Context: an optimization exercise on an open-source flow, tuned for a short achievable clock period and few clock cycles. The choices shown serve that exercise and are no tape-out recipe.
Function was checked by simulation only, so behaviour that the tests miss may differ from the original.
No activity file was given, so power comes from the tool's default toggle rates.

==> flow/run.sh <==
#!/bin/bash
# synth_recipe.tcl (not shown) runs the flow's synth.tcl, then flattens the netlist and writes it again
# the make line also repeats each setting of config.mk as NAME=value (left out here)
make -C /OpenROAD-flow-scripts/flow DESIGN_CONFIG=/design/flow/config.mk WORK_HOME=/design/flow/orfs CLKGATE_MAP_FILE= SYNTH_SCRIPT=/design/flow/synth_recipe.tcl finish
==> flow/config.mk <==
export PLATFORM = sky130hd
export DESIGN_NAME = dynaQ_demon_toplevel
export DESIGN_NICKNAME = dynaQ_demon_toplevel
export VERILOG_FILES = /design/flow/design.v
export SDC_FILE = /design/flow/constraint.sdc
export NUM_CORES = 4
export LEC_CHECK = 0
export CAP_MARGIN = 20
export CORE_MARGIN = 2
export CORE_UTILIZATION = 40
export SLEW_MARGIN = 20
==> flow/constraint.sdc <==
create_clock -name core_clock -period 6.5 [get_ports {clk}]
set_input_delay 1.3000 -clock core_clock [delete_from_list [all_inputs] [get_ports {clk}]]
set_output_delay 1.3000 -clock core_clock [all_outputs]
set_load 0.01 [all_outputs]
==> flow/design.v <==
module register_reset 
#(
 parameter           DATA_LENGTH = 32,
 parameter           RESET_VALUE = {DATA_LENGTH{1'b0}}
)
( 
 input  wire                          clk,
 input  wire                          enable,
 input  wire                          reset,
 input  wire    [DATA_LENGTH - 1 : 0] w_data,
 output reg     [DATA_LENGTH - 1 : 0] r_data
);
always @ (posedge clk or negedge reset)
 if (!reset) r_data <= RESET_VALUE;
 else        r_data <= (enable) ? w_data : r_data;
endmodule 
module mux_2to1
#(
 parameter DATA_LENGTH = 32
)
(
 input  wire [DATA_LENGTH - 1 : 0] in_0,
 input  wire [DATA_LENGTH - 1 : 0] in_1,
 input  wire                       select,
 output wire [DATA_LENGTH - 1 : 0] out
 );
 assign out = (select) ? in_1 : in_0;
endmodule 
module current_location
#(
 parameter DATA_LENGTH = 6
)
(
 input  wire                       clk,
 input  wire                       reset,
 input  wire                       enable,
 input  wire [DATA_LENGTH - 1 : 0] start_location,
 input  wire [DATA_LENGTH - 1 : 0] next_location,
 input  wire                       select,
 output wire [DATA_LENGTH - 1 : 0] out_data
);
 wire        [DATA_LENGTH - 1 : 0] w_data;
 mux_2to1 #(
  .DATA_LENGTH                     (DATA_LENGTH)
 )
 first_operand_mux(
  .in_0                            (start_location),
  .in_1                            (next_location),
  .select                          (select),
  .out                             (w_data)
 );
 register_reset                    #(
 .DATA_LENGTH                     (DATA_LENGTH)
 )
 register(
  .clk                            (clk),
  .enable                         (enable),
  .reset                          (reset),
  .w_data                         (w_data),
  .r_data                         (out_data)
 );
endmodule 
module random_generator 
#(
 parameter         DATA_LENGTH            = 32
)
(
 input  wire [DATA_LENGTH - 1 : 0]         a,
 input  wire [DATA_LENGTH - 1 : 0]         pre_s,
 input  wire [DATA_LENGTH - 1 : 0]         m,
 input  wire [DATA_LENGTH - 1 : 0]         c,
 output wire [DATA_LENGTH - 1 : 0]         s
);
wire         [DATA_LENGTH - 1 : 0]         temp_s;
assign                                     s      = {pre_s[DATA_LENGTH - 2 : 0], !(^pre_s[DATA_LENGTH - 1 : DATA_LENGTH/2])};   
endmodule 
module random_calculation 
#(
 parameter         EPSILON_LENGTH             = 17,
 parameter         ACTION_LENGTH              = 12
)
(
 input  wire [EPSILON_LENGTH - 1 : 0]         pre_epsilon,
 input  wire [EPSILON_LENGTH - 1 : 0]         epsilon_data,
 input  wire [ACTION_LENGTH  - 1 : 0]         pre_random_action_decision,
 input  wire [1                  : 0]         action_of_max,
 output wire [1                  : 0]         action,
 output wire [1                  : 0]         random_action,
 output wire [ACTION_LENGTH  - 1 : 0]         random_action_decision,
 output wire [EPSILON_LENGTH - 1 : 0]         random_epsilon
);
 wire                                         lt;
random_generator 
#(
 .DATA_LENGTH                              (ACTION_LENGTH)
)random_generator_action(
 .a                                        (12'd2519),
 .pre_s                                    (pre_random_action_decision),
 .m                                        (12'd4000),
 .c                                        (12'd1529),
 .s                                        (random_action_decision)
);
random_generator 
#(
 .DATA_LENGTH                              (EPSILON_LENGTH)
)random_generator_epsilon(
 .a                                        (pre_epsilon ^ 7'd85),
 .pre_s                                    (pre_epsilon),
 .m                                        (7'd127),
 .c                                        (7'd29),
 .s                                        (random_epsilon)
);
assign random_action   = (random_action_decision <= 12'd1000) ? 2'd0 :
                         (random_action_decision <= 12'd2000) ? 2'd1 :
                         (random_action_decision <= 12'd3000) ? 2'd2 :
                         (random_action_decision <= 12'd4000) ? 2'd3 : 2'd0;
assign action          = (random_epsilon < epsilon_data) ? random_action[1:0] : action_of_max;
endmodule 
module max
#(
 parameter    DATA_LENGTH      = 32,
 parameter    KQFACTOR_LENGTH  = 16
)
(
 input  wire signed [DATA_LENGTH - 1 : 0] qvalue_0,
 input  wire signed [DATA_LENGTH - 1 : 0] qvalue_1,
 input  wire signed [DATA_LENGTH - 1 : 0] qvalue_2,
 input  wire signed [DATA_LENGTH - 1 : 0] qvalue_3,
 output reg   [DATA_LENGTH - 1 : 0] value,
 output wire  [1               : 0] arg
);
 wire        [3               : 0] max;
 assign                            max[0]       = (qvalue_0 >= qvalue_1) 
                                                & (qvalue_0 >= qvalue_2) 
                                                & (qvalue_0 >= qvalue_3);           
 assign                            max[1]       = (qvalue_1 >= qvalue_2)
                                                & (qvalue_1 >= qvalue_3)
                                                & (qvalue_1 >= qvalue_0) & !max[0]; 
 assign                            max[2]       = (qvalue_2 >= qvalue_3)
                                                & (qvalue_2 >= qvalue_0)
                                                & (qvalue_2 >= qvalue_1) & !max[1]; 
 assign                            max[3]       = (qvalue_3 >= qvalue_0)
                                                & (qvalue_3 >= qvalue_1)
                                                & (qvalue_3 >= qvalue_2) & !max[2]; 
 assign                            arg[0]       = max[1] | max[3];
 assign                            arg[1]       = max[2] | max[3];                      
 always @ (*)
  case (arg)
   2'b00 : value = qvalue_0;
	2'b01 : value = qvalue_1;
	2'b10 : value = qvalue_2;
	2'b11 : value = qvalue_3;
  endcase
endmodule 
module multiplication 
#(
 parameter    DATA_LENGTH = 32,
 parameter    K_QFACTOR   = 16
)
(
 input  wire [DATA_LENGTH - 1 : 0] operand_1,
 input  wire [DATA_LENGTH - 1 : 0] operand_2,
 output wire [DATA_LENGTH - 1 : 0] result
);
 wire        [DATA_LENGTH*2 - 1 : 0] temp_result;
assign                                  result   = operand_1 >> 1'b1; 
endmodule
module adder_subtractor
#(
 parameter    DATA_LENGTH = 32,
 parameter    K_QFACTOR   = 16
)
(
 input  wire [DATA_LENGTH - 1 : 0] operand_1,
 input  wire [DATA_LENGTH - 1 : 0] operand_2,
 output wire                       overflow,
 output wire [DATA_LENGTH - 1 : 0] result
);
 assign {overflow,result} = (operand_1 == 16'hfffe) ? operand_1 : operand_1 + operand_2;
endmodule 
module is_equal_1023
#(
 parameter    REWARD_LENGTH = 10,
 parameter    STEP_LENGTH   = 5
)
(
 input  wire [REWARD_LENGTH - 1 : 0] reward,
 input  wire [STEP_LENGTH   - 1 : 0] step_count,
 input  wire                         select,
 output wire                         equal_signal
);
 wire                              reward_equal; 
 wire                              step_count_equal;
 assign                            reward_equal     = &reward;
 assign                            step_count_equal = (step_count == {{(STEP_LENGTH - 5){1'b0}}, 5'd25}); 
 assign                            equal_signal     = (select) ? step_count_equal : reward_equal;
endmodule 
module history_table_v2
#(
 parameter         LOCATION_LENGTH        = 8,
 parameter         STEP_LENGTH            = 5,
 parameter         REGISTER_LENGTH        = 25,
 parameter         REWARD_LENGTH          = 11
)
(
 input  wire                                  clk,
 input  wire                                  reset,
 input  wire                                  w_en,
 input  wire                                  w_en_2,
 input  wire        [LOCATION_LENGTH - 1 : 0] current_location,
 input  wire        [LOCATION_LENGTH - 1 : 0] n_location,
 input  wire        [LOCATION_LENGTH - 1 : 0] next_location,
 input  wire        [REWARD_LENGTH   - 1 : 0] reward,
 input  wire        [1                   : 0] action,
 output wire        [1                   : 0] remember_action,
 output wire        [LOCATION_LENGTH - 1 : 0] remember_location,
 output wire        [LOCATION_LENGTH - 1 : 0] remember_n_location,
 output wire        [REWARD_LENGTH   - 1 : 0] remember_reward
);
wire true_w_en;
assign true_w_en = (current_location  == n_location);
 register_reset #(
  .DATA_LENGTH                             (LOCATION_LENGTH)
 )
 location_register
 (
  .clk                                     (clk              ),
  .reset                                   (reset            ),
  .enable                                  (w_en & !true_w_en),
  .w_data                                  (current_location ),
  .r_data                                  (remember_location)
 );
  register_reset #(
  .DATA_LENGTH                             (2)
 )
 action_register
 (
  .clk                                     (clk            ),
  .reset                                   (reset          ),
  .enable                                  (w_en & !true_w_en),
  .w_data                                  (action         ),
  .r_data                                  (remember_action)
 );
 register_reset #(
  .DATA_LENGTH                             (LOCATION_LENGTH)
 )
 nlocation_register
 (
  .clk                                     (clk            ),
  .reset                                   (reset          ),
  .enable                                  (w_en_2),
  .w_data                                  (next_location),
  .r_data                                  (remember_n_location               )
 );
  register_reset #(
  .DATA_LENGTH                             (REWARD_LENGTH)
 )
 reward_register
 (
  .clk                                     (clk            ),
  .reset                                   (reset          ),
  .enable                                  (w_en_2),
  .w_data                                  (reward),
  .r_data                                  (remember_reward               )
 );
endmodule  
module dynaQ_training_datapath
#(
 parameter         LOCATION_LENGTH      = 6,
 parameter         REWARD_LENGTH        = 11,
 parameter         STEP_LENGTH          = 10,
 parameter         KQFACTOR_LENGTH      = 16,
 parameter         EPSILON_LENGTH       = 17,
 parameter         ACTION_DE_LENGTH     = 12,
 parameter         DATA_LENGTH          = 64
)
(
 input  wire                              clk,
 input  wire                              reset,
 input  wire                              w_history_table_enable,
 input  wire                              w_history_table_enable_2,
 input  wire                              update_episode_enable,
 input  wire                              w_g_register_enable,
 input  wire                              w_max_register_enable,
 input  wire                              w_reward_register_enable,
 input  wire                              w_qvalue_enable,
 input  wire                              w_step_count_enable,
 input  wire                              w_action_register_enable,
 input  wire                              w_curent_location_enable,
 input  wire                              w_next_location_enable,
 input  wire                              w_temp_next_location_enable,
 input  wire                              w_epsilon_register_enable,
 input  wire                              w_epsilon_threshhold_enable,
 input  wire                              remember_mode,
 input  wire                              naddr_enviroment_register_en,
 input  wire                              w_curent_location_select,
 input  wire                              w_g_register_select,
 input  wire                              w_step_count_select,
 input  wire                              equal_select,
 input  wire [LOCATION_LENGTH - 1 : 0]    start_location,
 input  wire [LOCATION_LENGTH - 1 : 0]    next_location,
 input  wire [DATA_LENGTH     - 1 : 0]    read_qvalue_0,
 input  wire [DATA_LENGTH     - 1 : 0]    read_qvalue_1,
 input  wire [DATA_LENGTH     - 1 : 0]    read_qvalue_2,
 input  wire [DATA_LENGTH     - 1 : 0]    read_qvalue_3,
 input  wire [REWARD_LENGTH   - 1 : 0]    reward,
 output wire [LOCATION_LENGTH - 1 : 0]    o_current_location,
 output wire [LOCATION_LENGTH - 1 : 0]    o_next_location,
 output wire [STEP_LENGTH     - 1 : 0]    step_count_data,
 output wire [DATA_LENGTH     - 1 : 0]    w_qtable_data,
 output wire [1                   : 0]    o_action,             
 output reg                               completed,
 output wire                              remember_en,
 output wire                              done
);
wire        [DATA_LENGTH      - 1 : 0]   multiplication_result;
wire        [DATA_LENGTH      - 1 : 0]   add_sub_result;
wire        [DATA_LENGTH      - 1 : 0]   max_result;
wire        [1                    : 0]   action_result;
wire        [1                    : 0]   action_of_max;
wire        [ACTION_DE_LENGTH - 1 : 0]   random_action_decision;
wire        [DATA_LENGTH      - 1 : 0]   a_data;
wire        [DATA_LENGTH      - 1 : 0]   b_data;
wire        [DATA_LENGTH      - 1 : 0]   g_data;
wire        [DATA_LENGTH      - 1 : 0]   max_data;
wire        [REWARD_LENGTH    - 1 : 0]   reward_data;
wire        [REWARD_LENGTH    - 1 : 0]   true_reward_data;
wire        [DATA_LENGTH      - 1 : 0]   qvalue_action_data;
wire        [DATA_LENGTH      - 1 : 0]   total_reward_data;
wire        [DATA_LENGTH      - 1 : 0]   qvalue_data_0;
wire        [DATA_LENGTH      - 1 : 0]   qvalue_data_1;
wire        [DATA_LENGTH      - 1 : 0]   qvalue_data_2;
wire        [DATA_LENGTH      - 1 : 0]   qvalue_data_3;
wire        [EPSILON_LENGTH   - 1 : 0]   random_epsilon;
wire        [EPSILON_LENGTH   - 1 : 0]   pre_epsilon;
wire        [EPSILON_LENGTH   - 1 : 0]   epsilon_data;
wire        [ACTION_DE_LENGTH - 1 : 0]   pre_random_action_decision;
wire        [DATA_LENGTH      - 1 : 0]   alpha_data;
wire        [DATA_LENGTH      - 1 : 0]   gamma_data;
wire                                     overflow;
wire        [STEP_LENGTH      - 1 : 0]   random_step;
wire        [LOCATION_LENGTH  - 1 : 0]   temp_next_location_data;
wire        [LOCATION_LENGTH - 1 : 0]    current_location;
wire        [LOCATION_LENGTH - 1 : 0]    next_location_data;
wire        [1                   : 0]    action;
wire        [1                    : 0]   read_h_action;
wire        [LOCATION_LENGTH  - 1 : 0]   read_h_location;
wire        [LOCATION_LENGTH  - 1 : 0]   read_h_nlocation;
wire        [REWARD_LENGTH    - 1 : 0]   read_h_reward;
wire        [1                    : 0]   remember_action;
wire        [LOCATION_LENGTH  - 1 : 0]   remember_location;
wire        [1                    : 0]   random_action;
assign                                   w_qtable_data        =  g_data;
always @ (posedge clk or negedge reset)
 if (!reset)                       completed <= 1'b0;
 else if (!(|epsilon_data) & done & update_episode_enable) completed <= 1'b1;
assign o_next_location     = (remember_mode) ? read_h_nlocation : next_location_data;
assign o_current_location  = (remember_mode) ? read_h_location  : current_location;
assign o_action            = (remember_mode) ? read_h_action    : action;
assign true_reward_data    = (remember_mode) ? read_h_reward    : reward_data;
assign remember_en         = max_data > 0;
history_table_v2 #(
 .LOCATION_LENGTH                         (LOCATION_LENGTH  ),
 .STEP_LENGTH                             (STEP_LENGTH      ),
 .REWARD_LENGTH                           (REWARD_LENGTH    )
)history_table (
 .clk                                     (clk              ),
 .reset                                   (reset            ),
 .w_en                                    (w_history_table_enable),
 .w_en_2                                  (w_history_table_enable_2),
 .n_location                              (next_location_data),
 .current_location                        ((!update_episode_enable) ? current_location : {LOCATION_LENGTH{1'b0}}),
 .action                                  ((!update_episode_enable) ? action : 2'b0),
 .next_location                           ((!update_episode_enable) ? next_location : {LOCATION_LENGTH{1'b0}}),
 .reward                                  (reward),
 .remember_action                         (read_h_action    ),
 .remember_location                       (read_h_location  ),
 .remember_n_location                     (read_h_nlocation),
 .remember_reward                         (read_h_reward)
);
register_reset #(
 .DATA_LENGTH                             (DATA_LENGTH)
)
max_register  
(
 .clk                                     (clk),
 .reset                                   (reset),
 .enable                                  (w_max_register_enable),
 .w_data                                  (max_result),
 .r_data                                  (max_data)
);
current_location #(
 .DATA_LENGTH                             (DATA_LENGTH)
)
g_register  
(
 .clk                                     (clk),
 .reset                                   (reset),
 .enable                                  (w_g_register_enable),
 .start_location                          (multiplication_result),
 .next_location                           (add_sub_result),
 .select                                  (w_g_register_select),
 .out_data                                (g_data)
);
register_reset #(
 .DATA_LENGTH                             (REWARD_LENGTH)
)
reward_register  
(
 .clk                                     (clk),
 .reset                                   (reset),
 .enable                                  (w_reward_register_enable),
 .w_data                                  (reward),
 .r_data                                  (reward_data)
);
current_location #(
 .DATA_LENGTH                             (STEP_LENGTH)
)
step_count_register  
(
 .clk                                     (clk),
 .reset                                   (reset),
 .enable                                  (w_step_count_enable),
 .start_location                          ({STEP_LENGTH{1'b0}}),
 .next_location                           (step_count_data + {{(STEP_LENGTH - 1){1'b0}}, 1'b1}),
 .select                                  (w_step_count_select),
 .out_data                                (step_count_data)
);
register_reset #(
 .DATA_LENGTH                             (DATA_LENGTH)
)
qvalue_register [3 : 0]   
(
 .clk                                     (clk),
 .reset                                   (reset),
 .enable                                  (w_qvalue_enable),
 .w_data                                  ({read_qvalue_3, read_qvalue_2, read_qvalue_1, read_qvalue_0}),
 .r_data                                  ({qvalue_data_3, qvalue_data_2, qvalue_data_1, qvalue_data_0})
);
register_reset #(
 .DATA_LENGTH                             (EPSILON_LENGTH)
)
random_epsilon_register  
(
 .clk                                     (clk),
 .reset                                   (reset),
 .enable                                  (w_epsilon_register_enable),
 .w_data                                  (random_epsilon),
 .r_data                                  (pre_epsilon)
);
register_reset #(
 .DATA_LENGTH                             (EPSILON_LENGTH),
 .RESET_VALUE                             (7'd120)
)
epsilon_register  
(
 .clk                                     (clk),
 .reset                                   (reset),
 .enable                                  ((&reward_data[REWARD_LENGTH - 2 : 0]) & w_epsilon_threshhold_enable),
 .w_data                                  (epsilon_data - 7'd10),
 .r_data                                  (epsilon_data)
);
register_reset #(
 .DATA_LENGTH                             (2)
)
action_register  
(
 .clk                                     (clk),
 .reset                                   (reset),
 .enable                                  (w_action_register_enable),
 .w_data                                  (action_result[1:0]),
 .r_data                                  (action)
);
register_reset #(
 .DATA_LENGTH                             (ACTION_DE_LENGTH)
)
action_deicion_register  
(
 .clk                                     (clk),
 .reset                                   (reset),
 .enable                                  (w_epsilon_register_enable),
 .w_data                                  (random_action_decision),
 .r_data                                  (pre_random_action_decision)
);
current_location #(
 .DATA_LENGTH                             (LOCATION_LENGTH)
)
current_location_register  
(
 .clk                                     (clk),
 .reset                                   (reset),
 .enable                                  (w_curent_location_enable),
 .start_location                          (start_location),
 .next_location                           (next_location_data),
 .select                                  (w_curent_location_select),
 .out_data                                (current_location)
);
current_location #(
 .DATA_LENGTH                             (LOCATION_LENGTH)
)
next_location_register  
(
 .clk                                     (clk),
 .reset                                   (reset),
 .enable                                  (w_next_location_enable),
 .start_location                          (start_location),
 .next_location                           (next_location),
 .select                                  (w_curent_location_select),
 .out_data                                (next_location_data)
);
current_location #(
 .DATA_LENGTH                             (LOCATION_LENGTH)
)
temp_next_location_register  
(
 .clk                                     (clk),
 .reset                                   (reset),
 .enable                                  (w_temp_next_location_enable),
 .start_location                          (start_location),
 .next_location                           (next_location_data),
 .select                                  (w_curent_location_select),
 .out_data                                (temp_next_location_data)
);
multiplication #(
 .DATA_LENGTH                            (DATA_LENGTH),
 .K_QFACTOR                              (KQFACTOR_LENGTH)
)
multiplication (
 .operand_1                              (max_data),
 .operand_2                              (),
 .result                                 (multiplication_result)
);
adder_subtractor #(
 .DATA_LENGTH                            (DATA_LENGTH),
 .K_QFACTOR                              (KQFACTOR_LENGTH)
)
adder_subtractor (
 .operand_1                              ({{(DATA_LENGTH - REWARD_LENGTH){true_reward_data[REWARD_LENGTH - 1]}},true_reward_data}),
 .operand_2                              (g_data),
 .overflow                               (overflow),
 .result                                 (add_sub_result)
);
max
#(
 .DATA_LENGTH                             (DATA_LENGTH),
 .KQFACTOR_LENGTH                         (KQFACTOR_LENGTH)
)
max
(
 .qvalue_0                               (qvalue_data_0),
 .qvalue_1                               (qvalue_data_1),
 .qvalue_2                               (qvalue_data_2),
 .qvalue_3                               (qvalue_data_3),
 .value                                  (max_result),
 .arg                                    (action_of_max)
);
is_equal_1023
#(
 .REWARD_LENGTH                          (REWARD_LENGTH),
 .STEP_LENGTH                            (STEP_LENGTH)
)
equal_1023
(
 .reward                                 ({1'b1, reward_data[REWARD_LENGTH - 2 : 0]}),
 .step_count                             (step_count_data + {{(STEP_LENGTH - 1){1'b0}}, 1'b1}),
 .select                                 (equal_select),
 .equal_signal                           (done)
);
random_calculation                      #(
.EPSILON_LENGTH                          (EPSILON_LENGTH)
)
random_calculation(
 .action_of_max                         (action_of_max),
 .epsilon_data                          (epsilon_data),
 .pre_random_action_decision            (pre_random_action_decision),
 .pre_epsilon                           (pre_epsilon),
 .action                                (action_result),
 .random_action                         (random_action),
 .random_action_decision                (random_action_decision),
 .random_epsilon                        (random_epsilon)
);
endmodule 
module dynaQ_training_controller_v2
#(
 parameter         STATE_LENGTH         = 5,
 parameter         NUMBER_OF_STATES     = 20,
 parameter         INITIAL_STATE        = 5'b00000,
 parameter         STATE_1              = 5'b00001,
 parameter         STATE_2              = 5'b00010,
 parameter         STATE_3              = 5'b00011,
 parameter         STATE_4              = 5'b00100,
 parameter         STATE_5              = 5'b00101,
 parameter         STATE_6              = 5'b00110,
 parameter         STATE_7              = 5'b00111,
 parameter         STATE_8              = 5'b01000,
 parameter         STATE_9              = 5'b01001,
 parameter         STATE_10             = 5'b01010,
 parameter         STATE_11             = 5'b01011,
 parameter         STATE_12             = 5'b01100,
 parameter         STATE_13             = 5'b01101,
 parameter         STATE_14             = 5'b01110,
 parameter         STATE_15             = 5'b01111,
 parameter         STATE_16             = 5'b10000,
 parameter         STATE_17             = 5'b10001,
 parameter         STATE_18             = 5'b10010,
 parameter         DECISION             = 5'b10011
 )
(
 input  wire                              clk,
 input  wire                              reset,
 input  wire                              start,
 input  wire                              next,
 input  wire                              completed,
 input  wire                              done,
 input  wire                              remember_done,
 input  wire                              tx_done,
 input  wire                              remember_en,
 output wire                              w_history_table_enable,
 output wire                              w_history_table_enable_2,
 output wire                              update_episode_enable,
 output wire                              w_g_register_enable,
 output wire                              w_max_register_enable,
 output wire                              w_reward_register_enable,
 output wire                              w_qvalue_enable,
 output wire                              w_step_count_enable,
 output wire                              w_action_register_enable,
 output wire                              w_curent_location_enable,
 output wire                              w_next_location_enable,
 output wire                              w_temp_next_location_enable,
 output wire                              w_epsilon_register_enable,
 output wire                              w_epsilon_threshhold_enable,
 output wire                              remember_mode,
 output wire                              naddr_enviroment_register_en,
 output reg                               w_curent_location_select,
 output reg                               w_g_register_select,
 output reg                               w_step_count_select,
 output reg                               equal_select,
 output wire                              w_qtable_en,
 output wire                              tx_dv,
 output wire                              tx_sel,
 output wire [7                   : 0]    tx_data,
 output reg  [STATE_LENGTH - 1    : 0]    current_state
);
 reg         [STATE_LENGTH - 1    : 0]    next_state;
 reg                                      count_en;
 wire                                     done_signal;
 wire        [NUMBER_OF_STATES - 1: 0]    state_value;
 assign                                   state_value[0]  = !current_state[4] & !current_state[3] & !current_state[2] & !current_state[1] & !current_state[0];
 assign                                   state_value[1]  = !current_state[4] & !current_state[3] & !current_state[2] & !current_state[1] &  current_state[0];
 assign                                   state_value[2]  = !current_state[4] & !current_state[3] & !current_state[2] &  current_state[1] & !current_state[0];
 assign                                   state_value[3]  = !current_state[4] & !current_state[3] & !current_state[2] &  current_state[1] &  current_state[0];
 assign                                   state_value[4]  = !current_state[4] & !current_state[3] &  current_state[2] & !current_state[1] & !current_state[0];
 assign                                   state_value[5]  = !current_state[4] & !current_state[3] &  current_state[2] & !current_state[1] &  current_state[0];
 assign                                   state_value[6]  = !current_state[4] & !current_state[3] &  current_state[2] &  current_state[1] & !current_state[0];
 assign                                   state_value[7]  = !current_state[4] & !current_state[3] &  current_state[2] &  current_state[1] &  current_state[0];
 assign                                   state_value[8]  = !current_state[4] &  current_state[3] & !current_state[2] & !current_state[1] & !current_state[0];
 assign                                   state_value[9]  = !current_state[4] &  current_state[3] & !current_state[2] & !current_state[1] &  current_state[0];
 assign                                   state_value[10] = !current_state[4] &  current_state[3] & !current_state[2] &  current_state[1] & !current_state[0];
 assign                                   state_value[11] = !current_state[4] &  current_state[3] & !current_state[2] &  current_state[1] &  current_state[0];
 assign                                   state_value[12] = !current_state[4] &  current_state[3] &  current_state[2] & !current_state[1] & !current_state[0];
 assign                                   state_value[13] = !current_state[4] &  current_state[3] &  current_state[2] & !current_state[1] &  current_state[0];
 assign                                   state_value[14] = !current_state[4] &  current_state[3] &  current_state[2] &  current_state[1] & !current_state[0];
 assign                                   state_value[15] = !current_state[4] &  current_state[3] &  current_state[2] &  current_state[1] &  current_state[0];
 assign                                   state_value[16] =  current_state[4] & !current_state[3] & !current_state[2] & !current_state[1] & !current_state[0];
 assign                                   state_value[17] =  current_state[4] & !current_state[3] & !current_state[2] & !current_state[1] &  current_state[0];
 assign                                   state_value[18] =  current_state[4] & !current_state[3] & !current_state[2] &  current_state[1] & !current_state[0];
 assign                                   state_value[19] =  current_state[4] & !current_state[3] & !current_state[2] &  current_state[1] &  current_state[0];
current_location #(
 .DATA_LENGTH                             (1)
)
done_signal_register  
(
 .clk                                     (clk),
 .reset                                   (reset),
 .enable                                  (state_value[15] | state_value[4]),
 .start_location                          (1'b0),
 .next_location                           (done),
 .select                                  (state_value[4]),
 .out_data                                (done_signal)
);
 always @ (posedge clk or negedge reset)
  if (!reset) count_en <= 1'b0;
  else if(state_value[19] & completed)        count_en <= 1'b1;
 always @ (posedge clk or negedge reset)
  if (!reset) current_state <= DECISION;
  else        current_state <= next_state;
 always @ (*)
  case (current_state)
  DECISION     : next_state <= (!completed) ? ((start) ? INITIAL_STATE : DECISION) : ((!next) ? INITIAL_STATE : DECISION);
  INITIAL_STATE: next_state <= STATE_1;
	STATE_1      : next_state <= (!completed) ? STATE_2 : (next) ? STATE_2 : STATE_1;
	STATE_2      : next_state <= (done) ? INITIAL_STATE : STATE_3;
	STATE_3      : next_state <= STATE_4;
	STATE_4      : next_state <= (!completed) ? STATE_5 : STATE_16;	
	STATE_5      : next_state <= STATE_6;
	STATE_6      : next_state <= STATE_7;
	STATE_7      : next_state <= (remember_en | done)  ? STATE_8 : STATE_15;  
	STATE_15     : next_state <= (!done_signal) ? STATE_1 : INITIAL_STATE;
	STATE_8      : next_state <= STATE_9;  
	STATE_9      : next_state <= STATE_10;
	STATE_10     : next_state <= STATE_11;
	STATE_11     : next_state <= STATE_12;
	STATE_12     : next_state <= STATE_13;
	STATE_13     : next_state <= STATE_14;
	STATE_14     : next_state <= (!done_signal) ? STATE_1 : (completed) ? DECISION : INITIAL_STATE;  
	STATE_16     : next_state <= (tx_done) ? STATE_17 : STATE_16;
	STATE_17     : next_state <= (tx_done) ? STATE_18 : STATE_17;
	STATE_18     : next_state <= (!tx_done)? STATE_18 : (done_signal) ? DECISION : STATE_1;
	default      : next_state <= INITIAL_STATE;
  endcase
 assign                                     update_episode_enable          = state_value[0];
 assign                                     w_g_register_enable            = state_value[6] | state_value[7] | state_value[12] | state_value[13];
 assign                                     w_reward_register_enable       = state_value[3];
 assign                                     w_next_location_enable         = state_value[0] | state_value[3];
 assign                                     w_max_register_enable          = state_value[5] | state_value[11];
 assign                                     w_qvalue_enable                = state_value[1] | state_value[4] | state_value[10];
 assign                                     w_step_count_enable            = (state_value[0] | state_value[2]) & !count_en; 
 assign                                     w_action_register_enable       = state_value[2];
 assign                                     w_curent_location_enable       = state_value[0] | state_value[8] | state_value[15] | (state_value[1] & completed);
 assign                                     w_temp_next_location_enable    = (state_value[4] & completed) | state_value[7] | state_value[0];
 assign                                     w_qtable_en                    = state_value[8] | state_value[14]  | state_value[15];
 assign                                     w_epsilon_register_enable      = state_value[2];
 assign                                     w_epsilon_threshhold_enable    = state_value[4] & !completed;
 assign                                     w_history_table_enable         = state_value[14]| state_value[15]| state_value[0];
 assign                                     w_history_table_enable_2       = state_value[9] | state_value[0];
 assign                                     remember_mode                  = state_value[9] | state_value[10]| state_value[13] | state_value[14];
 assign                                     naddr_enviroment_register_en   = state_value[3];
 assign                                     tx_dv                          = state_value[16]| state_value[17]|state_value[18];
 assign                                     tx_sel                         = state_value[17]|state_value[18];
 assign                                     tx_data                        = (state_value[17]) ? 8'hD : 8'hA; 
 always @ (current_state)
  case (current_state)
   INITIAL_STATE:   begin
	 w_step_count_select            <= 1'b0;
    w_curent_location_select       <= 1'b0;
    equal_select                   <= 1'b0;
	 w_g_register_select            <= 1'b0;
   end
	STATE_1      :    begin
    w_curent_location_select       <= 1'b1;
	 w_step_count_select            <= 1'bx;
    equal_select                   <= 1'b1;
	 w_g_register_select            <= 1'b0;
   end
	STATE_2      :    begin
    w_curent_location_select       <= 1'b1;
	 w_step_count_select            <= 1'b1;
    equal_select                   <= 1'b1;
	 w_g_register_select            <= 1'b0;
   end
	STATE_3      :    begin
    w_curent_location_select       <= 1'b1;
	 w_step_count_select            <= 1'bx;
    equal_select                   <= 1'b0;
	 w_g_register_select            <= 1'b0;
   end
	STATE_4      :    begin
    w_curent_location_select       <= 1'b1;
	 w_step_count_select            <= 1'bx;
    equal_select                   <= 1'b0;
	 w_g_register_select            <= 1'b0;
   end
	STATE_5      :    begin
    w_curent_location_select       <= 1'bx;
	 w_step_count_select            <= 1'bx;
    equal_select                   <= 1'b1;
	 w_g_register_select            <= 1'b0;
   end
	STATE_6      :    begin
    w_curent_location_select       <= 1'bx;
	 w_step_count_select            <= 1'bx;
    equal_select                   <= 1'b1;
	 w_g_register_select            <= 1'b0;
   end
	STATE_7      :    begin
    w_curent_location_select       <= 1'b1;
	 w_step_count_select            <= 1'bx;
    equal_select                   <= 1'b0;
	 w_g_register_select            <= 1'b1;
   end
  STATE_8      :    begin
    w_curent_location_select       <= 1'b1;
	  w_step_count_select           <= 1'bx;
    equal_select                   <= 1'b1;
	 w_g_register_select            <= 1'b0;
   end
  STATE_9      :    begin
    w_curent_location_select       <= 1'b1;
	 w_step_count_select            <= 1'bx;
    equal_select                   <= 1'b1;
	 w_g_register_select            <= 1'b0;
   end
	STATE_12    :    begin
    w_curent_location_select       <= 1'bx;
	 w_step_count_select            <= 1'bx;
    equal_select                   <= 1'b1;
	 w_g_register_select            <= 1'b0;
   end
	STATE_13     :    begin
    w_curent_location_select       <= 1'b1;
	 w_step_count_select            <= 1'bx;
    equal_select                   <= 1'b1;
	 w_g_register_select            <= 1'b1;
   end
	STATE_14     :    begin
    w_curent_location_select       <= 1'b1;
	 w_step_count_select            <= 1'bx;
    equal_select                   <= 1'b0;
	 w_g_register_select            <= 1'b1;
   end
	default : begin
    w_curent_location_select       <= 1'b1;
	 w_step_count_select            <= 1'b1;
    equal_select                   <= 1'b1;
	 w_g_register_select            <= 1'b0;
	end
  endcase
 endmodule 
module dynaQ_training 
#(
 parameter         LOCATION_LENGTH        = 6,
 parameter         STEP_LENGTH            = 10,
 parameter         REWARD_LENGTH          = 11,
 parameter         KQFACTOR_LENGTH        = 16,
 parameter         EPSILON_LENGTH         = 17,
 parameter         DATA_LENGTH            = 64
)
(
 input  wire                              clk,
 input  wire                              reset,
 input  wire                              start,
 input  wire                              next,
 input  wire [LOCATION_LENGTH - 1 : 0]    start_location,
 input  wire [LOCATION_LENGTH - 1 : 0]    next_location,
 input  wire [DATA_LENGTH     - 1 : 0]    read_qvalue_0,
 input  wire [DATA_LENGTH     - 1 : 0]    read_qvalue_1,
 input  wire [DATA_LENGTH     - 1 : 0]    read_qvalue_2,
 input  wire [DATA_LENGTH     - 1 : 0]    read_qvalue_3,
 input  wire                              tx_done,
 input  wire [REWARD_LENGTH   - 1 : 0]    reward,
 output wire                              tx_dv,
 output wire [4                   : 0]    current_state,
 output wire [LOCATION_LENGTH - 1 : 0]    current_location,
 output wire [STEP_LENGTH     - 1 : 0]    step_count_data,
 output wire                              completed,
 output wire [7                   : 0]    o_next_location_data,
 output wire [DATA_LENGTH     - 1 : 0]    w_qtable_data,
 output wire                              w_qtable_en,
 output wire [1                   : 0]    action               
);
 wire                                     w_history_table_enable;
 wire                                     w_history_table_enable_2;
 wire                                     update_episode_enable;
 wire                                     w_g_register_enable;
 wire                                     w_max_register_enable;
 wire                                     w_reward_register_enable;
 wire                                     w_qvalue_enable;
 wire                                     w_step_count_enable;
 wire                                     w_action_register_enable;
 wire                                     w_curent_location_enable;
 wire                                     w_next_location_enable;
 wire                                     w_temp_next_location_enable;
 wire                                     w_epsilon_register_enable;
 wire                                     w_epsilon_threshhold_enable;
 wire                                     remember_mode;
 wire                                     naddr_enviroment_register_en;
 wire                                     tx_sel;
 wire [7                   : 0]           tx_data;
 wire [LOCATION_LENGTH - 1 : 0]           next_location_data;
 wire                                     w_curent_location_select;
 wire                                     w_g_register_select;
 wire                                     w_step_count_select;
 wire                                     equal_select;
 wire                                     remember_done;
 wire                                     remember_en;
 wire                                     meet_demon;
 wire                                     done;
 assign                                   o_next_location_data = (tx_sel) ? tx_data: {3'd0,next_location_data} + 8'd48;
dynaQ_training_controller_v2               training_controller (
 .clk                                     (clk),
 .reset                                   (reset),
 .tx_done                                 (tx_done),
 .start                                   (start),
 .next                                    (next),
 .completed                               (completed),
 .done                                    (done),
 .remember_done                           (remember_done),
 .remember_en                             (remember_en),
 .w_history_table_enable                  (w_history_table_enable),
 .w_history_table_enable_2                (w_history_table_enable_2),
 .update_episode_enable                   (update_episode_enable),
 .w_g_register_enable                     (w_g_register_enable),
 .w_max_register_enable                   (w_max_register_enable),
 .w_reward_register_enable                (w_reward_register_enable),
 .w_qvalue_enable                         (w_qvalue_enable),
 .w_step_count_enable                     (w_step_count_enable),
 .w_action_register_enable                (w_action_register_enable),
 .w_curent_location_enable                (w_curent_location_enable),
 .w_next_location_enable                  (w_next_location_enable),
 .w_temp_next_location_enable             (w_temp_next_location_enable),
 .w_epsilon_register_enable               (w_epsilon_register_enable),
 .w_epsilon_threshhold_enable             (w_epsilon_threshhold_enable),
 .remember_mode                           (remember_mode),
 .naddr_enviroment_register_en            (naddr_enviroment_register_en),
 .w_g_register_select                     (w_g_register_select),
 .w_curent_location_select                (w_curent_location_select),
 .w_step_count_select                     (w_step_count_select),
 .equal_select                            (equal_select),
 .current_state                           (current_state),
 .tx_dv                                   (tx_dv),
 .tx_sel                                  (tx_sel),
 .tx_data                                 (tx_data),
 .w_qtable_en                             (w_qtable_en)
);
dynaQ_training_datapath                      
#(
.LOCATION_LENGTH                          (LOCATION_LENGTH),
.STEP_LENGTH                              (STEP_LENGTH),
.EPSILON_LENGTH                           (EPSILON_LENGTH),
.REWARD_LENGTH                            (REWARD_LENGTH),
.DATA_LENGTH                              (DATA_LENGTH)
)training_datapath
(
 .clk                                     (clk),
 .reset                                   (reset),
 .w_history_table_enable                  (w_history_table_enable),
 .w_history_table_enable_2                (w_history_table_enable_2),
 .update_episode_enable                   (update_episode_enable),
 .w_g_register_enable                     (w_g_register_enable),
 .w_max_register_enable                   (w_max_register_enable),
 .w_reward_register_enable                (w_reward_register_enable),
 .w_qvalue_enable                         (w_qvalue_enable),
 .w_step_count_enable                     (w_step_count_enable),
 .w_action_register_enable                (w_action_register_enable),
 .w_curent_location_enable                (w_curent_location_enable),
 .w_next_location_enable                  (w_next_location_enable),
 .w_temp_next_location_enable             (w_temp_next_location_enable),
 .w_epsilon_register_enable               (w_epsilon_register_enable),
 .w_epsilon_threshhold_enable             (w_epsilon_threshhold_enable),
 .remember_mode                           (remember_mode),
 .naddr_enviroment_register_en            (naddr_enviroment_register_en),
 .w_g_register_select                     (w_g_register_select),
 .w_curent_location_select                (w_curent_location_select),
 .w_step_count_select                     (w_step_count_select),
 .equal_select                            (equal_select),
 .start_location                          (start_location),
 .next_location                           (next_location),
 .read_qvalue_0                           (read_qvalue_0),
 .read_qvalue_1                           (read_qvalue_1),
 .read_qvalue_2                           (read_qvalue_2),
 .read_qvalue_3                           (read_qvalue_3),
 .reward                                  (reward),
 .o_current_location                      (current_location),
 .step_count_data                         (step_count_data),
 .o_next_location                         (next_location_data),
 .w_qtable_data                           (w_qtable_data),
 .o_action                                (action),              
 .completed                               (completed),
 .remember_en                             (remember_en),
 .done                                    (done)
);
endmodule 
module q_block
#(
 parameter         DATA_LENGTH            = 32,
 parameter         KQFACTOR_LENGTH        = 16
)
(
 input  wire                                 clk,
 input  wire                                 reset,
 input  wire                                 w_en,
 input  wire [3                   : 0]       action_decode,
 input  wire [DATA_LENGTH     - 1 : 0]       w_data,
 output wire [DATA_LENGTH*4   - 1 : 0]       r_data
);
 reg         [DATA_LENGTH     - 1 : 0]       register    [3 : 0];
 assign                                      r_data = {register[3], register[2], register[1], register[0]};   
 always @ (posedge clk or negedge reset)
  if (!reset) begin
    register[0] <= {DATA_LENGTH{1'b0}};
	 register[1] <= {DATA_LENGTH{1'b0}};
	 register[2] <= {DATA_LENGTH{1'b0}};
	 register[3] <= {DATA_LENGTH{1'b0}};
   end
  else begin
    if (w_en & action_decode[0]) register[0] <= w_data;
	 if (w_en & action_decode[1]) register[1] <= w_data;
	 if (w_en & action_decode[2]) register[2] <= w_data;
	 if (w_en & action_decode[3]) register[3] <= w_data;
  end
endmodule 
module q_table 
#(
 parameter         DATA_LENGTH            = 32,
 parameter         WRITE_LENGTH           = 25,
 parameter         ACCESS_LENGTH          = 8,
 parameter         WRITE_FILE             = "q_table_data.txt"
)
(
 input  wire                                 clk,
 input  wire                                 reset,
 input  wire                                 w_en,
 input  wire [DATA_LENGTH   - 1 : 0]         w_data,
 input  wire [1                 : 0]         action,
 input  wire [ACCESS_LENGTH - 1 : 0]         w_address,  
 input  wire [ACCESS_LENGTH - 1 : 0]         r_address,
 output wire [DATA_LENGTH*4   - 1 : 0]       r_data
);
 wire        [WRITE_LENGTH  - 1 : 0]         waddr_decode_value;
 wire        [3                 : 0]         action_decode_value;
 wire        [3                 : 0]         write_select [WRITE_LENGTH - 1 : 0];
 wire        [ACCESS_LENGTH - 1 : 0]         r_addr;
 wire        [DATA_LENGTH*4 - 1 : 0]         r_q_block    [WRITE_LENGTH - 1 : 0];
 assign                                      r_data = r_q_block[r_address];
 assign                                      waddr_decode_value  = 1'b1 << w_address;
 assign                                      action_decode_value = w_en << action;
 q_block #(
  .DATA_LENGTH                               (DATA_LENGTH)
 )
 q_block [WRITE_LENGTH - 1 : 0](
  .clk                                       (clk),
  .reset                                     (reset),
  .w_en                                      (waddr_decode_value),
  .action_decode                             (action_decode_value),
  .w_data                                    (w_data),
  .r_data                                    ({
  r_q_block[24],
  r_q_block[23],
  r_q_block[22],
  r_q_block[21],
  r_q_block[20],
  r_q_block[19],
  r_q_block[18],
  r_q_block[17],
  r_q_block[16],
  r_q_block[15],
  r_q_block[14],
  r_q_block[13],
  r_q_block[12],
  r_q_block[11],
  r_q_block[10],
  r_q_block[9],
  r_q_block[8],
  r_q_block[7],
  r_q_block[6],
  r_q_block[5],
  r_q_block[4],
  r_q_block[3],
  r_q_block[2],
  r_q_block[1],
  r_q_block[0]
  })
 );
endmodule 
module enviroment_map 
#(
 parameter         LOCATION_LENGTH        = 6,
 parameter         MAP_SIZE               = 25
)
(
input  wire                              clk,
input  wire                              reset,
input  wire [LOCATION_LENGTH - 1 : 0]    w_address,
input  wire [1                   : 0]    w_data, 
input  wire [2*MAP_SIZE      - 1 : 0]    map_data,
input  wire [LOCATION_LENGTH - 1 : 0]    r_address_left,
input  wire [LOCATION_LENGTH - 1 : 0]    r_address_right,
input  wire [LOCATION_LENGTH - 1 : 0]    r_address_up,
input  wire [LOCATION_LENGTH - 1 : 0]    r_address_down,
output wire [1                   : 0]    r_data_left,
output wire [1                   : 0]    r_data_right,
output wire [1                   : 0]    r_data_up,
output wire [1                   : 0]    r_data_down
);
wire        [1                   : 0]    map [MAP_SIZE - 1 : 0];
genvar                                   i;
generate
 for (i = 0; i < MAP_SIZE; i = i + 1) begin : map_cells
  assign                                 map[i] = map_data[2*i +: 2];
 end
endgenerate
assign                                   r_data_left    = map[r_address_left];
assign                                   r_data_right   = map[r_address_right];
assign                                   r_data_up      = map[r_address_up];
assign                                   r_data_down    = map[r_address_down];
endmodule 
module enviroment_5x5
#(
 parameter         LOCATION_LENGTH        = 32,
 parameter         REWARD_LENGTH          = 11,
 parameter         DEMON_VALUE            = 50,
 parameter         MAP_SIZE               = 25
)
(
input  wire                              clk,
input  wire                              reset,
input  wire [LOCATION_LENGTH - 1 : 0]    current_location,
input  wire [1                   : 0]    action,              
input  wire [LOCATION_LENGTH - 1 : 0]    w_address,
input  wire [1                   : 0]    w_data,
input  wire [2*MAP_SIZE      - 1 : 0]    map_data,
output reg  [REWARD_LENGTH   - 1 : 0]    reward,
output reg  [LOCATION_LENGTH - 1 : 0]    next_location
);
wire        [LOCATION_LENGTH - 1 : 0]    temp_next_location_up;
wire        [LOCATION_LENGTH - 1 : 0]    temp_next_location_down;
wire        [LOCATION_LENGTH - 1 : 0]    temp_next_location_left;
wire        [LOCATION_LENGTH - 1 : 0]    temp_next_location_right;
assign                                   temp_next_location_up    = current_location - 5'd5;
assign                                   temp_next_location_down  = current_location + 5'd5;
assign                                   temp_next_location_left  = current_location - {{(LOCATION_LENGTH - 1){1'b0}}, 1'd1};
assign                                   temp_next_location_right = current_location + {{(LOCATION_LENGTH - 1){1'b0}}, 1'd1};
wire        [1                   : 0]    rmap_left;
wire        [1                   : 0]    rmap_right;
wire        [1                   : 0]    rmap_up;
wire        [1                   : 0]    rmap_down;
enviroment_map #(
 .LOCATION_LENGTH                        (LOCATION_LENGTH),
 .MAP_SIZE                               (MAP_SIZE)
)enviroment_map(
 .clk                                    (clk),
 .reset                                  (reset),
 .w_address                              (w_address),
 .w_data                                 (w_data), 
 .map_data                               (map_data),
 .r_address_left                         (temp_next_location_left),
 .r_address_right                        (temp_next_location_right),
 .r_address_up                           (temp_next_location_up),
 .r_address_down                         (temp_next_location_down),
 .r_data_left                             (rmap_left),
 .r_data_right                            (rmap_right),
 .r_data_up                               (rmap_up),
 .r_data_down                             (rmap_down)
);
always @ (*)
 case (action)
  2'b00:
	if (
	 (current_location ==  5'd0) |
	 (current_location ==  5'd5) |
	 (current_location ==  5'd10) |
	 (current_location ==  5'd15) |
	 (current_location ==  5'd20) 
	) begin
	 reward         = -2'd2;    
	 next_location  = current_location;
	end else begin
	 case (rmap_left)
	  2'b00: begin  
	   reward = 2'd0;
	   next_location = temp_next_location_left;
	  end
	  2'b01: begin  
	   reward = 2'd0;
	   next_location = current_location;
     end
     2'b10: begin  
      reward         = -2'd2;
      next_location = current_location;
     end
     2'b11:begin  
      reward = {1'b0, {(REWARD_LENGTH - 1){1'b1}}};
      next_location = temp_next_location_left;
     end
   endcase
  end
  2'b01:  
   if (current_location < 5'd5) begin
	 reward         = -2'd2;    
	 next_location = current_location;
	end else begin
	 case (rmap_up)
	  2'b00: begin  
	   reward = 2'd0;
	   next_location = temp_next_location_up;
	  end
	  2'b01: begin  
	   reward = 2'd0;
	   next_location = current_location;
     end
     2'b10: begin  
      reward         = -2'd2;
      next_location = current_location;
     end
     2'b11:begin  
      reward = {1'b0, {(REWARD_LENGTH - 1){1'b1}}};
      next_location = temp_next_location_up;
     end
   endcase
  end
  2'b10:
  if (
	 (current_location ==  5'd4) |
	 (current_location ==  5'd9) |
	 (current_location ==  5'd14) |
	 (current_location ==  5'd19) |
	 (current_location ==  5'd24) 
	) begin
	 reward         = -2'd2;    
	 next_location = current_location;
	end else begin
	 case (rmap_right)
	  2'b00: begin  
	   reward = 2'd0;
	   next_location = temp_next_location_right;
	  end
	  2'b01: begin  
	   reward = 2'd0;
	   next_location = current_location;
     end
     2'b10: begin  
      reward         = -2'd2;
      next_location = current_location;
     end
     2'b11:begin  
      reward = {1'b0, {(REWARD_LENGTH - 1){1'b1}}};
      next_location = temp_next_location_right;
     end
   endcase
  end
  2'b11: 
  if (temp_next_location_down > 5'd24) begin
	 reward         = -2'd2;    
	 next_location = current_location;
  end else begin
	 case (rmap_down)
	  2'b00: begin  
	   reward = 2'd0;
	   next_location = temp_next_location_down;
	  end
	  2'b01: begin  
	   reward = 2'd0;
	   next_location = current_location;
     end
     2'b10: begin  
      reward         = -2'd2;
      next_location = current_location;
     end
     2'b11:begin  
      reward = {1'b0, {(REWARD_LENGTH - 1){1'b1}}};
      next_location = temp_next_location_down;
     end
   endcase
  end
  default: begin
	   reward = 2'd0;
		next_location = current_location;
  end
 endcase
endmodule 
module dynaQ_demon_toplevel
#(
 parameter         LOCATION_LENGTH        = 5,
 parameter         STEP_LENGTH            = 5,
 parameter         EPSILON_LENGTH         = 7,
 parameter         DATA_LENGTH            = 16,
 parameter         REWARD_LENGTH          = 2,
 parameter         MAP_SIZE               = 25
)
(
 input  wire                              clk,
 input  wire                              reset,
 input  wire                              start,
 input  wire                              next,
 input  wire                              tx_done,
 input  wire [LOCATION_LENGTH - 1 : 0]    start_location,
 input  wire [2*MAP_SIZE      - 1 : 0]    map_data,
 output wire                              tx_dv,
 output wire                              completed,
 output wire [STEP_LENGTH     - 1 : 0]    step_count_data,
 output wire [1                   : 0]    show_action,
 output wire [7                   : 0]    o_current_location
 );
 wire        [DATA_LENGTH     - 1 : 0]    read_qvalue_0;
 wire        [DATA_LENGTH     - 1 : 0]    read_qvalue_1;
 wire        [DATA_LENGTH     - 1 : 0]    read_qvalue_2;
 wire        [DATA_LENGTH     - 1 : 0]    read_qvalue_3;
 wire        [LOCATION_LENGTH - 1 : 0]    next_location;
 wire        [7                   : 0]    next_location_data;
 wire        [7                   : 0]    read_qtable_addr;
 wire        [DATA_LENGTH     - 1 : 0]    w_qtable_data;
 wire                                     w_qtable_en;
 wire        [REWARD_LENGTH   - 1 : 0]    reward;
 wire        [1                   : 0]    action;
 wire        [LOCATION_LENGTH - 1 : 0]    current_location;
 wire        [STEP_LENGTH     - 1 : 0]    t_step_count_data;
 wire        [4                   : 0]    current_state;
 assign                                   show_action        = action & {2{completed}};
 assign                                   o_current_location = next_location_data;
 assign                                   step_count_data    = t_step_count_data;
 assign                                   read_qtable_addr   = next_location_data - 8'd48;
enviroment_5x5
#(
 .LOCATION_LENGTH                         (LOCATION_LENGTH),
 .REWARD_LENGTH                           (REWARD_LENGTH),
 .MAP_SIZE                                (MAP_SIZE)
)enviroment(
 .clk                                     (clk),
 .reset                                   (reset),
 .current_location                        (current_location),
 .action                                  (action),              
 .w_address                               ({LOCATION_LENGTH{1'b0}}),
 .w_data                                  (2'b00),
 .map_data                                (map_data),
 .reward                                  (reward),
 .next_location                           (next_location)
);
dynaQ_training 
#(
.LOCATION_LENGTH                          (LOCATION_LENGTH),
.DATA_LENGTH                              (DATA_LENGTH),
.EPSILON_LENGTH                           (EPSILON_LENGTH),
.STEP_LENGTH                              (STEP_LENGTH),
.REWARD_LENGTH                            (DATA_LENGTH)
)training(
 .clk                                     (clk),
 .reset                                   (reset),
 .start                                   (start),
 .next                                    (next),
 .start_location                          (start_location),
 .next_location                           (next_location),
 .read_qvalue_0                           (read_qvalue_0),
 .read_qvalue_1                           (read_qvalue_1),
 .read_qvalue_2                           (read_qvalue_2),
 .read_qvalue_3                           (read_qvalue_3),
 .reward                                  ({reward[REWARD_LENGTH - 1], {(DATA_LENGTH - REWARD_LENGTH){reward[1] ^ reward[0]}}, reward[0]}),
 .tx_done                                 (tx_done),
 .tx_dv                                   (tx_dv),
 .current_state                           (current_state),
 .current_location                        (current_location),
 .step_count_data                         (t_step_count_data),
 .o_next_location_data                    (next_location_data),
 .w_qtable_data                           (w_qtable_data),
 .w_qtable_en                             (w_qtable_en),
 .completed                               (completed),
 .action                                  (action)
);
q_table
#(
.ACCESS_LENGTH                            (LOCATION_LENGTH),
.DATA_LENGTH                              (DATA_LENGTH)
)q_table(
 .clk                                     (clk),
 .reset                                   (reset),
 .w_en                                    (w_qtable_en),
 .w_data                                  (w_qtable_data),
 .action                                  (action),
 .w_address                               (current_location),  
 .r_address                               (read_qtable_addr[LOCATION_LENGTH - 1 : 0]),
 .r_data                                  ({read_qvalue_3, read_qvalue_2, read_qvalue_1, read_qvalue_0})
);
endmodule 
==> run notes <==
Critical path:
- The required time reported for the critical path endpoint is around 7300 ps.
- The cell seen most often among critical-path stages is nand2_1.
- The worst stage delay on the critical path is slightly above 700 ps.
- The maximum fanout along the worst path is 21.
- STA classifies the critical path startpoint as a flop.
- Data on the critical path arrives at its endpoint at about 7000 ps.
- The capturing element type of the critical path is a flop.
- The setup path with the least slack is of type reg -> reg.
- Traced cell by cell, the critical path runs through xor2_2 -> nand2_1 -> buf_4 -> nand2_1 -> nand2_1 -> ha_1 -> inv_1 -> nor3_1 -> ha_1 -> buf_4 -> o21ai_0 -> o31a_1 -> a31oi_1 -> a211oi_2 -> mux2_2 -> ha_1 -> or3_1 -> or3_1 -> nand2_1 -> mux2_2 -> nor3b_1 -> a22o_1.
- The worst-path cell with the longest stage delay is dfstp_2.

Routing:
- The detailed router placed roughly 64,000 vias in this run.
- The detail-routed net length per standard cell is around 34 um.
- In the routed design, unresolved DRC markers number 0.
- The via density per instance is about 6.5.
- After the first detailed-routing iteration, the DRC count stood at roughly 8,400.
- The detailed-route wire length is between 300,000 and 400,000 um.
- The first-pass detailed-route iteration total is 8.
- The remaining antenna violation count after routing is 0.

Yosys:
- Synthesis instantiated 103 different standard cells from the library.
- The share of the synthesized area in the top cell type is 0.518.
- Of the total synthesized cell area, the portion taken by full adders, half adders and majority gates is 0.0215.
- The post-synthesis xor/xnor area fraction is 0.00502.
- After synthesis the netlist holds a flip-flop and latch count of roughly 1,800.
- The area fraction in compound gates after synthesis is 0.126.
- In this run the mean area of a mapped cell was approximately 12 um2.
- Synthesis produced a netlist with a net count of 7,231.
- The number of synthesized flops with an enable pin is 0.
- After synthesis, the largest family of logic cells by area is multiplexers.
- In the post-synthesis netlist, the biggest area contributors are dfrtp_1 52%, mux2_2 21%, a22oi_1 2.6%.
- Yosys instantiated no cell more often than dfrtp_1.
- After synthesis, the most frequently instantiated cells are 1,757 x dfrtp_1, 1,559 x mux2_2, 501 x nand2_1.
- In the synthesized netlist, the number of instances is between 7,000 and 8,000.
- The dominant cell type by area after synthesis is dfrtp_1.
- Of all flip-flops after synthesis, the portion carrying an async set or reset was 1.00.
- The sequential share of the synthesized area is 0.521.
- Among all flip-flop cells after synthesis, the most frequent one is dfrtp_1.
- The area of the mapped netlist is around 85,000 um2.
- The total of warnings raised by yosys is 15.
- The post-synthesis share of cell area spent on and, or, nand and nor gates is 0.0716.
- Measured against the total synthesized area, the mux share comes to 0.219.

Clocking:
- The clock reaches the later pin of the worst-skew pair after between 800 and 900 ps.
- The cell chosen for the clock root is clkbuf_16.
- The maximum clock insertion buffer count is 3.
- The post-cts hold buffer count is 0.
- CTS built an H-tree with a depth of 4.
- After clock tree synthesis, the clock-pin slew on the worst setup and hold paths is roughly 70 ps.
- The count of instances resized after the clock tree is built is 0.
- TritonCTS built the clock tree.
- The number of sinks handled by clock tree synthesis is ~1,800.
- Post-CTS timing repair inserted 0 buffers for setup.
- The CTS buffer count is 189.

GRT:
- The number of global-route vias before repair is about 63,000.
- The first global-routing pass estimated slightly below 500,000 um of wire.
- The total global routing overflow is 0.
- The initial antenna violation count is 20.
- The overall fraction of global-route tracks in use is 0.310.
- Entering global routing, the biggest net connects between 150 and 200 pins.

STA:
- The smallest clock period supported by the final layout is computed as around 6000 ps.
- The clock tree skew after final layout is 49.1 ps.
- Setup repair after global routing left no endpoint under its margin.
- The final count of pins violating max slew is 0.
- The final-report hold violation count is 0.
- Of the available clock period, the critical path in the final layout requires 0.926.
- Measured against its own limit, the worst slew margin works out to 0.125.
- The sum of negative setup slack is 0 ps.
- The setup violation total in the final timing report is 0.
- The transition time at the pin with the least slew margin is 1300 ps.
- The achievable frequency is approximately 170 MHz.

Final layout:
- In the final layout, the multi-input gates occupy between 30,000 and 40,000 um2.
- The fraction of layout instances using a drive strength above 1 is 0.329.
- The post-route cell area is a little under 100,000 um2.
- Registers take between 40,000 and 50,000 um2.
- The count of nets after finishing is 7,202.
- The synthesis-to-layout area growth is 13.4%.
- Leaving out filler cells and counting taps, the final layout contains 9,979.
- The number of inserted filler cells in the final layout is 19,200.

Floorplanning:
- After floorplanning, the core was divided into ~170 placement rows.
- From bottom edge to top edge, the die measures about 460 um.
- The initial utilization of the core area, before any placement, comes to 0.401.
- The core region is roughly 210,000 um2.
- The overall die area is between 200,000 and 250,000 um2.
- The floorplan die width is roughly 460 um.
- slightly below 80 I/O pins were placed.

Run:
- Across the run, the number of max-cap violations was 0.

Pwr:
- Power spread over the standard cell area amounts to between 400 and 500 nW/um2.
- The leakage power figure is 44.9 nW.
- The maximum vdd drop is 731 uV.

Placement:
- The post-place instance area is 89,600 um2.
- The count of buffers from port buffering is 75.
- The number of placed cells counting well taps is roughly 9,600.
- The last weighted congestion value of the routability-driven placer is roughly 0.96.
- The half-perimeter wire length after detailed placement is roughly 220,000 um.

Status:
- The flow ran to the end and the layout has no timing, DRC or antenna violations.

Min path:
- The min-delay analysis places its worst path in the category in -> async.
==> cells by family (layout without fill, tap and decap cells) <==
kind of cell,Yosys count,count (layout)
compound gates,1466,1466
fa+ha+maj,145,145
xor+xnor,46,46
flops,1764,1764
mux,1659,1659
simple gates,1235,1235
buf+inv,710,836
other cells,1,7
==> layout by cell type, fill, tap and decap left out, types with 21 or more instances in the layout <==
| cell type | n |
|---|---|
| dfrtp_1 | 1741 |
| mux2_2 | 1559 |
| nand2_1 | 499 |
| a22oi_1 | 299 |
| buf_4 | 289 |
| o21ai_0 | 231 |
| a21oi_1 | 207 |
| clkbuf_16 | 191 |
| nor2_1 | 152 |
| ha_1 | 143 |
| a221oi_1 | 117 |
| nand3_1 | 114 |
| nand4_1 | 112 |
| mux2i_1 | 96 |
| inv_1 | 95 |
| a22o_1 | 90 |
| a222oi_1 | 84 |
| clkdlybuf4s50_1 | 74 |
| nor3_1 | 68 |
| clkbuf_8 | 50 |
| o211ai_1 | 42 |
| clkbuf_1 | 38 |
| a211oi_1 | 35 |
| o22ai_1 | 35 |
| nor2_2 | 33 |
| clkinv_2 | 31 |
| xnor2_1 | 30 |
| and3_1 | 27 |
| nand2b_1 | 26 |
| a2111oi_0 | 24 |
| a31oi_1 | 23 |
| or4_1 | 23 |
| buf_12 | 22 |
| or3_1 | 21 |
| a21o_1 | 21 |
| o32a_1 | 21 |
==> worst paths after layout <==
path	from	to	slack (ps)	cells past startpoint
setup reg to reg	training.training_controller.current_state[0]$_DFF_PN1_	flop	480	22
hold / removal	reset	q_table.q_block[10].register[1][7]$_DFFE_PN0P_	420	1
hold reg to reg	training.training_controller.count_en$_DFFE_PN0P_	training.training_controller.count_en$_DFFE_PN0P_	470	1
min in group core_clock	training.training_controller.count_en$_DFFE_PN0P_	training.training_controller.count_en$_DFFE_PN0P_	470	1
max in group asynchronous	reset	q_table.q_block[10].register[3][2]$_DFFE_PN0P_	4510	2
setup / recovery	training.training_controller.current_state[0]$_DFF_PN1_	flop	480	22
==> report_power, final <==
group	total (W)	leakage (nW)	switching, W	internal (W)
Combinational	0.0205	17.4	0.0146	0.00592
Sequential	0.0143	24.3	0.00207	0.0123
Clock	0.0113	3.21	0.00478	0.00653
Total	0.0462	44.9	0.0215	0.0247
==> flip-flops by register name, summed over array words and instances, names as in the netlist, named ones only <==
register / flops
q_table.q_block.register: 1600
training.training_controller.count_en: 1
training.training_controller.current_state: 5
training.training_datapath.action_deicion_register.r_data: 12
training.training_datapath.action_register.r_data: 2
training.training_datapath.completed: 1
training.training_datapath.epsilon_register.r_data: 6
training.training_datapath.g_register.register.r_data: 16
training.training_datapath.max_register.r_data: 16
training.training_datapath.qvalue_register.r_data: 64
training.training_datapath.random_epsilon_register.r_data: 7
training.training_datapath.reward_register.r_data: 3
==> area by class of cell <==
| cell class | instances | share of cell area |
|---|---|---|
| Clock buffer | 279 | 0.0583 |
| Antenna cell | 6 | 0.000156 |
| Clock inverter | 67 | 0.00928 |
| Inverter | 103 | 0.00410 |
| Multi-Input combinational cell | 4552 | 0.396 |
| Timing Repair Buffer | 387 | 0.0352 |
| Tap cell | 2821 | 0.0367 |
| Sequential cell | 1764 | 0.460 |
==> metal layers <==
| layer | vias to the layer above | GRT usage | share of wire |
|---|---|---|---|
| met5 | - | 0 | 0.00042 |
| met4 | 12 | 0.158 | 0.057 |
| met3 | 821 | 0.0776 | 0.10 |
| met2 | 3559 | 0.461 | 0.44 |
| met1 | 33800 | 0.417 | 0.40 |
| li1 | 26200 | - | - |
==> metrics by stage <==
| step | hold slack, ps | setup slack [ps] | utilization | power [W] |
|---|---|---|---|---|
| 5_1_grt | 451 | 136 | 0.455 | 0.0475 |
| 3_5_place_dp | 460 | 293 | 0.424 | 0.0342 |
| 2_1_floorplan | 438 | 782 | - | 0.0244 |
| 6_report | 416 | 479 | 0.455 | 0.0462 |
| 4_1_cts | 404 | 245 | 0.455 | 0.0455 |
| 3_3_place_gp | 449 | 267 | 0.424 | 0.0340 |
==> critical path, delay by kind of cell (launching register included) <==
family	cells	cell delay, ps
adders and majority gates	3	980
muxes	2	720
xor gates and xnor gates	1	120
buffers and inverters	3	630
DFF	1	720
and+or+nand+nor	8	1930
AOI/OAI and AO/OA	5	830
Testbench counts, summed over its fixed seeds: cycles 284,548.

==> afterwards: timing with drivers on the ports <==
Ports are ideal in the flow. The routed layout listed here was re-timed in OpenROAD. Step 1: set_driving_cell puts a clkbuf_16 on clk and a buf_2 on each other input, an assumption about the parent block. Step 2 also shifts input and output timing later by t, the mid clock arrival at the registers, as if the neighbouring blocks saw the same clock. Three values: ideal, step 1, step 2; two values: the first two.
t (ns): 0.957
slack for setup (ns): 0.479 / 0.479 / 0.479
worst setup path at the end: register to register
clock arrival spread, ns: 0.054 / 0.054
worst slew at a driven data input, ns: 0.08
After both steps this run still meets setup and hold. The setup slack of this run moves by 0.000 ns with the drivers and by 0.000 ns with both steps.
